This is an optimization exercise on Yosys and OpenROAD, whose aim is small area, a short achievable clock period and few clock cycles, not a production implementation.
In this exercise RTL edits were held to simulation tests only and were not proved equivalent to the original.

==> inputs of run K <==
==> flow/design.v <==
module find_1 (
    input  [63:0] d_i,
    output [6:0]  n_o
);
wire [31:0] z1;
wire [31:0] c1;
genvar i;
generate for (i = 0; i < 32; i = i + 1) begin : l1
    assign z1[i] = ~(d_i[2*i+1] | d_i[2*i]);
    assign c1[i] = ~d_i[2*i+1];
end endgenerate
wire [15:0] z2;
wire [31:0] c2;
generate for (i = 0; i < 16; i = i + 1) begin : l2
    assign z2[i] = z1[2*i+1] & z1[2*i];
    assign c2[2*i+1:2*i] = z1[2*i+1] ? {1'b1, c1[2*i]} : {1'b0, c1[2*i+1]};
end endgenerate
wire [7:0]  z3;
wire [23:0] c3;
generate for (i = 0; i < 8; i = i + 1) begin : l3
    assign z3[i] = z2[2*i+1] & z2[2*i];
    assign c3[3*i+2:3*i] = z2[2*i+1] ? {1'b1, c2[4*i+1:4*i]} : {1'b0, c2[4*i+3:4*i+2]};
end endgenerate
wire [3:0]  z4;
wire [15:0] c4;
generate for (i = 0; i < 4; i = i + 1) begin : l4
    assign z4[i] = z3[2*i+1] & z3[2*i];
    assign c4[4*i+3:4*i] = z3[2*i+1] ? {1'b1, c3[6*i+2:6*i]} : {1'b0, c3[6*i+5:6*i+3]};
end endgenerate
wire [1:0]  z5;
wire [9:0]  c5;
generate for (i = 0; i < 2; i = i + 1) begin : l5
    assign z5[i] = z4[2*i+1] & z4[2*i];
    assign c5[5*i+4:5*i] = z4[2*i+1] ? {1'b1, c4[8*i+3:8*i]} : {1'b0, c4[8*i+7:8*i+4]};
end endgenerate
wire        z6 = z5[1] & z5[0];
wire [5:0]  c6 = z5[1] ? {1'b1, c5[4:0]} : {1'b0, c5[9:5]};
assign n_o = z6 ? 7'd64 : {1'b0, c6};
endmodule
module q_sel #(
    parameter N = 67
) (
    input  [N-1:0] a,
    input  [N-1:0] b,
    output [N-1:0] s,
    output         n0,
    output         n1
);
localparam L = 7;    
wire [N-1:0] p = a ^ b;
wire [(L+1)*N-1:0] G;
wire [(L+1)*N-1:0] P;
assign G[N-1:0] = a & b;
assign P[N-1:0] = p;
genvar l, i;
generate for (l = 0; l < L; l = l + 1) begin : lv
    for (i = 0; i < N; i = i + 1) begin : bt
        if ((i >> l) & 1) begin : cmb
            localparam integer J = ((i >> l) << l) - 1;
            assign G[(l+1)*N+i] = G[l*N+i] | (P[l*N+i] & G[l*N+J]);
            assign P[(l+1)*N+i] = P[l*N+i] & P[l*N+J];
        end else begin : pas
            assign G[(l+1)*N+i] = G[l*N+i];
            assign P[(l+1)*N+i] = P[l*N+i];
        end
    end
end endgenerate
wire [N-1:0] Gf = G[(L+1)*N-1:L*N];
wire [N-1:0] Pf = P[(L+1)*N-1:L*N];
wire [N-1:0] c = {Gf[N-2:0] | Pf[N-2:0], 1'b1};
assign s  = p ^ c;
assign n1 = s[N-1];
assign n0 = p[N-1] ^ Gf[N-2];
endmodule
module SRT4 #(
    parameter WID = 64
) (
    clk         ,
    rst         ,
    dividend    ,
    divisor     ,
    sign        ,
    valid       ,
    ready       ,
    quotient    ,
    error       ,
    remainder
);
input           clk;
input           rst;
input[WID-1:0]  dividend;
input[WID-1:0]  divisor;
input           sign;
input           valid;
output          error;
output          ready;
output[WID-1:0] quotient;
output[WID-1:0] remainder;
reg         s_set;       
reg         s_it;        
reg         rdy_r;
reg [4:0]   cnt;         
wire        idle = ~(s_set | s_it | rdy_r);
reg [63:0]  R;           
reg [64:0]  E;           
reg [63:0]  Q;           
reg         an, bn;      
wire        sub = ~(an ^ bn);    
wire        qn  = an ^ bn;
wire [63:0] xa = {dividend[63] & ~sign, dividend[62:0] ^ dividend[63:1]};
wire [63:0] xb = {divisor[63] & ~sign, divisor[62:1] ^ divisor[63:2], 1'b1};
wire [6:0]  lza, lzb;
find_1 fa (.d_i(xa), .n_o(lza));
find_1 fb (.d_i(xb), .n_o(lzb));
reg  [6:0]  lza_r, lzb_r;
reg         bz;          
wire [7:0]  k  = {1'b0, lzb_r} - {1'b0, lza_r} + {7'd0, an};
wire        fast = s_set & ~bz & k[7];
wire [64:0] Y  = sub ? ~E : E - 65'd1;
wire [64:0] y1 = k[1] ? {Y [62:0],  2'h3}        : Y;
wire [64:0] y2 = k[2] ? {y1[60:0],  4'hf}        : y1;
wire [64:0] y3 = k[3] ? {y2[56:0],  8'hff}       : y2;
wire [64:0] y4 = k[4] ? {y3[48:0], 16'hffff}     : y3;
wire [64:0] y5 = k[5] ? {y4[32:0], 32'hffffffff} : y4;
wire [66:0] Rx  = {{3{an & R[63]}}, R};
wire [66:0] E1  = {{2{E[64]}}, E};           
wire [66:0] E2  = {E[64], E, 1'b1};          
wire [66:0] cs_s = Rx ^ E1 ^ E2;
wire [66:0] cs_c = (Rx & E1) | (Rx & E2) | (E1 & E2);
wire [66:0] S1, S2, S3;
wire        m1, p1, m2, p2, m3, p3;
q_sel #(.N(67)) ad1 (.a(Rx),   .b(E1),               .s(S1), .n0(m1), .n1(p1));
q_sel #(.N(67)) ad2 (.a(Rx),   .b(E2),               .s(S2), .n0(m2), .n1(p2));
q_sel #(.N(67)) ad3 (.a(cs_s), .b({cs_c[65:0],1'b1}), .s(S3), .n0(m3), .n1(p3));
wire        a1 = an ? m1 : ~p1;
wire        a2 = an ? m2 : ~p2;
wire        a3 = an ? m3 : ~p3;
wire [1:0]  dg = {a2, a3 | (a1 & ~a2)};
wire [63:0] Rn = a3 ? S3[63:0] : a2 ? S2[63:0] : S1[63:0];
wire        last = (cnt == 5'd0);
wire [63:0] Qng = ~Q + 64'd1;
wire [63:0] Qnx = (last & qn) ? (a1 ? {~Q[61:0], dg[1] ^ dg[0], dg[0]} : {Qng[61:0], 2'd0})
                              : {Q[61:0], dg};
always @(posedge clk) begin
    if (rst) begin
        s_set <= 1'b0;
        s_it  <= 1'b0;
        rdy_r <= 1'b0;
    end else begin
        rdy_r <= 1'b0;
        s_set <= idle & valid;
        if (s_set & ~bz & ~k[7])
            s_it <= 1'b1;
        if (s_it & last) begin
            s_it  <= 1'b0;
            rdy_r <= 1'b1;
        end
    end
end
always @(posedge clk) begin
    if (idle) begin
        R  <= dividend;
        E  <= {sign & divisor[63], divisor};
        an <= sign & dividend[63];
        bn <= sign & divisor[63];
        Q  <= 64'd0;
        lza_r <= lza;
        lzb_r <= lzb;
        bz <= ~|divisor;
    end else if (s_set) begin
        E   <= y5;
        cnt <= k[5:1];
    end else if (s_it) begin
        if (a1) R <= Rn;
        E   <= {{2{E[64]}}, E[64:2]};
        Q   <= Qnx;
        cnt <= cnt - 5'd1;
    end
end
assign ready     = rdy_r | fast;
assign error     = s_set & bz;
assign quotient  = Q;
assign remainder = R;
endmodule
==> flow/flow/run.sh <==
#!/bin/bash
# Layout flow: the standard ORFS flow (standard synthesis, floorplan,
# placement, CTS, routing) with two changes in how the layout is made:
#  - the port buffers are sky130_fd_sc_hd__buf_2 cells instead of the delay
#    buffers buffer_ports picks by default (every port still gets a buffer);
#  - timing repair aims 5 ns below the 10 ns constraint.
# The constraints themselves (constraint.sdc) are unchanged.
set -euo pipefail
bash standard.sh SETUP_SLACK_MARGIN=5 \
  "BUFFER_PORTS_ARGS=-buffer_cell sky130_fd_sc_hd__buf_2" \
  finish > flow_make.log 2>&1
==> flow/standard.sh <==
#!/bin/bash
# synth_recipe.tcl (not shown) runs the flow's synth.tcl, then flattens the netlist and writes it again
# the make line also repeats each setting of config.mk as NAME=value (left out here)
make -C /OpenROAD-flow-scripts/flow DESIGN_CONFIG=/design/flow/config.mk WORK_HOME=/design/flow/orfs CLKGATE_MAP_FILE= SYNTH_SCRIPT=/design/flow/synth_recipe.tcl "${@:-finish}"
==> flow/config.mk <==
export PLATFORM = sky130hd
export DESIGN_NAME = SRT4
export DESIGN_NICKNAME = SRT4
export VERILOG_FILES = /design/flow/design.v
export SDC_FILE = /design/flow/constraint.sdc
export NUM_CORES = 4
export LEC_CHECK = 0
export CAP_MARGIN = 20
export CORE_MARGIN = 2
export CORE_UTILIZATION = 65
export SLEW_MARGIN = 20
==> flow/constraint.sdc <==
create_clock -name core_clock -period 10.0 [get_ports {clk}]
set_input_delay 2.0000 -clock core_clock [delete_from_list [all_inputs] [get_ports {clk}]]
set_output_delay 2.0000 -clock core_clock [all_outputs]
set_load 0.01 [all_outputs]
==> run R: changes against run K <==
--- a/flow/design.v
+++ b/flow/design.v
@@ -99,6 +99,7 @@
 reg         s_set;       
 reg         s_it;        
 reg         rdy_r;
+reg         err_r;
 reg [4:0]   cnt;         
 wire        idle = ~(s_set | s_it | rdy_r);
 reg [63:0]  R;           
@@ -107,15 +108,11 @@
 reg         an, bn;      
 wire        sub = ~(an ^ bn);    
 wire        qn  = an ^ bn;
-wire [63:0] xa = {dividend[63] & ~sign, dividend[62:0] ^ dividend[63:1]};
-wire [63:0] xb = {divisor[63] & ~sign, divisor[62:1] ^ divisor[63:2], 1'b1};
 wire [6:0]  lza, lzb;
-find_1 fa (.d_i(xa), .n_o(lza));
-find_1 fb (.d_i(xb), .n_o(lzb));
-reg  [6:0]  lza_r, lzb_r;
-reg         bz;          
-wire [7:0]  k  = {1'b0, lzb_r} - {1'b0, lza_r} + {7'd0, an};
-wire        fast = s_set & ~bz & k[7];
+find_1 fa (.d_i(R ^ {64{an}}),                 .n_o(lza));
+find_1 fb (.d_i((E[63:0] ^ {64{bn}}) | 64'd1), .n_o(lzb));
+wire [7:0]  k  = {1'b0, lzb} - {1'b0, lza} + {7'd0, an};
+wire        bz = ~|E[63:0];
 wire [64:0] Y  = sub ? ~E : E - 65'd1;
 wire [64:0] y1 = k[1] ? {Y [62:0],  2'h3}        : Y;
 wire [64:0] y2 = k[2] ? {y1[60:0],  4'hf}        : y1;
@@ -146,11 +143,19 @@
         s_set <= 1'b0;
         s_it  <= 1'b0;
         rdy_r <= 1'b0;
+        err_r <= 1'b0;
     end else begin
         rdy_r <= 1'b0;
+        err_r <= 1'b0;
         s_set <= idle & valid;
-        if (s_set & ~bz & ~k[7])
-            s_it <= 1'b1;
+        if (s_set) begin
+            if (bz)
+                err_r <= 1'b1;
+            else if (k[7])
+                rdy_r <= 1'b1;
+            else
+                s_it <= 1'b1;
+        end
         if (s_it & last) begin
             s_it  <= 1'b0;
             rdy_r <= 1'b1;
@@ -164,9 +169,6 @@
         an <= sign & dividend[63];
         bn <= sign & divisor[63];
         Q  <= 64'd0;
-        lza_r <= lza;
-        lzb_r <= lzb;
-        bz <= ~|divisor;
     end else if (s_set) begin
         E   <= y5;
         cnt <= k[5:1];
@@ -177,8 +179,8 @@
         cnt <= cnt - 5'd1;
     end
 end
-assign ready     = rdy_r | fast;
-assign error     = s_set & bz;
+assign ready     = rdy_r;
+assign error     = err_r;
 assign quotient  = Q;
 assign remainder = R;
 endmodule
==> flow/run.sh (new file) <==
#!/bin/bash
# synth_recipe.tcl (not shown) runs the flow's synth.tcl, then flattens the netlist and writes it again
# the make line also repeats each setting of config.mk as NAME=value (left out here)
make -C /OpenROAD-flow-scripts/flow DESIGN_CONFIG=/design/flow/config.mk WORK_HOME=/design/flow/orfs CLKGATE_MAP_FILE= SYNTH_SCRIPT=/design/flow/synth_recipe.tcl finish
--- a/flow/config.mk
+++ b/flow/config.mk
@@ -7,5 +7,6 @@
 export LEC_CHECK = 0
 export CAP_MARGIN = 20
 export CORE_MARGIN = 2
-export CORE_UTILIZATION = 65
+export CORE_UTILIZATION = 40
+export SETUP_SLACK_MARGIN = 5
 export SLEW_MARGIN = 20
removed: flow/flow/run.sh
removed: flow/standard.sh
==> run B: changes against run K <==
==> flow/flow/run.sh (replaced) <==
#!/bin/bash
# Layout flow: the standard ORFS flow (standard synthesis, floorplan,
# placement, CTS, routing), with timing repair aimed at a period below the
# 10 ns constraint, so that the layout is made faster than the constraint
# alone asks for.  The constraints themselves (constraint.sdc) are unchanged.
set -euo pipefail
bash standard.sh SETUP_SLACK_MARGIN=6 finish > flow_make.log 2>&1
==> comparison table <==
metric	run R	run B	run K
Startpoint type of the worst setup path	flip-flop	-	flip-flop
Worst path required time	10.34 ns	-	10.34 ns
Share of final layout cell area taken by non-clock buffers	0.156	-	0.0702
Well-tap cell count	959	-	592
Invs w/o clock	118	-	209
Result of the run	no timing/DRC/antenna violations	aborted with a tool error	no timing/DRC/antenna violations
Stage where the flow stopped	-	global routing (5_1_grt)	-
Beginning of the worst register-to-register path	an$_DFFE_PP_	-	R[28]$_DFFE_PP_
Multi-input logic area	24800 um^2	-	22300 um^2
Sequential fraction of total cell area	0.140	-	0.177
Area of the placeable core	72700 um^2	-	44300 um^2
Hold Violations, Final	0	-	0
Testbench counts of run K, summed over its fixed seeds: cycles 199,279.
Testbench counts of run R, summed over its fixed seeds: cycles 210,945.
Testbench counts of run B, summed over its fixed seeds: cycles 199,279.

[separate check: timing with driven ports]
The results above use ideal ports. As a check the final layouts listed here were re-extracted and re-timed, cells and wires unchanged.
Step 1 assumes that a clkbuf_16 drives the clock port and a buf_2 every other input.
Step 2, shift: input delay + t, output delay - t, t = (earliest + latest rising clock arrival at the registers) / 2. This alone moves slack from input paths to output paths.
a / b / c = no drivers / after step 1 / after step 2; a / b = the first two.
run | t (ns) | slack for setup (ns) | clock arrival spread, ns | worst slew at a driven data input, ns
run K | 0.671 | 4.897 / 4.897 / 4.897 | 0.024 / 0.024 | 0.08
run R | 0.678 | 4.092 / 4.092 / 4.092 | 0.034 / 0.034 | 0.09
After both steps every run listed still meets setup and hold.
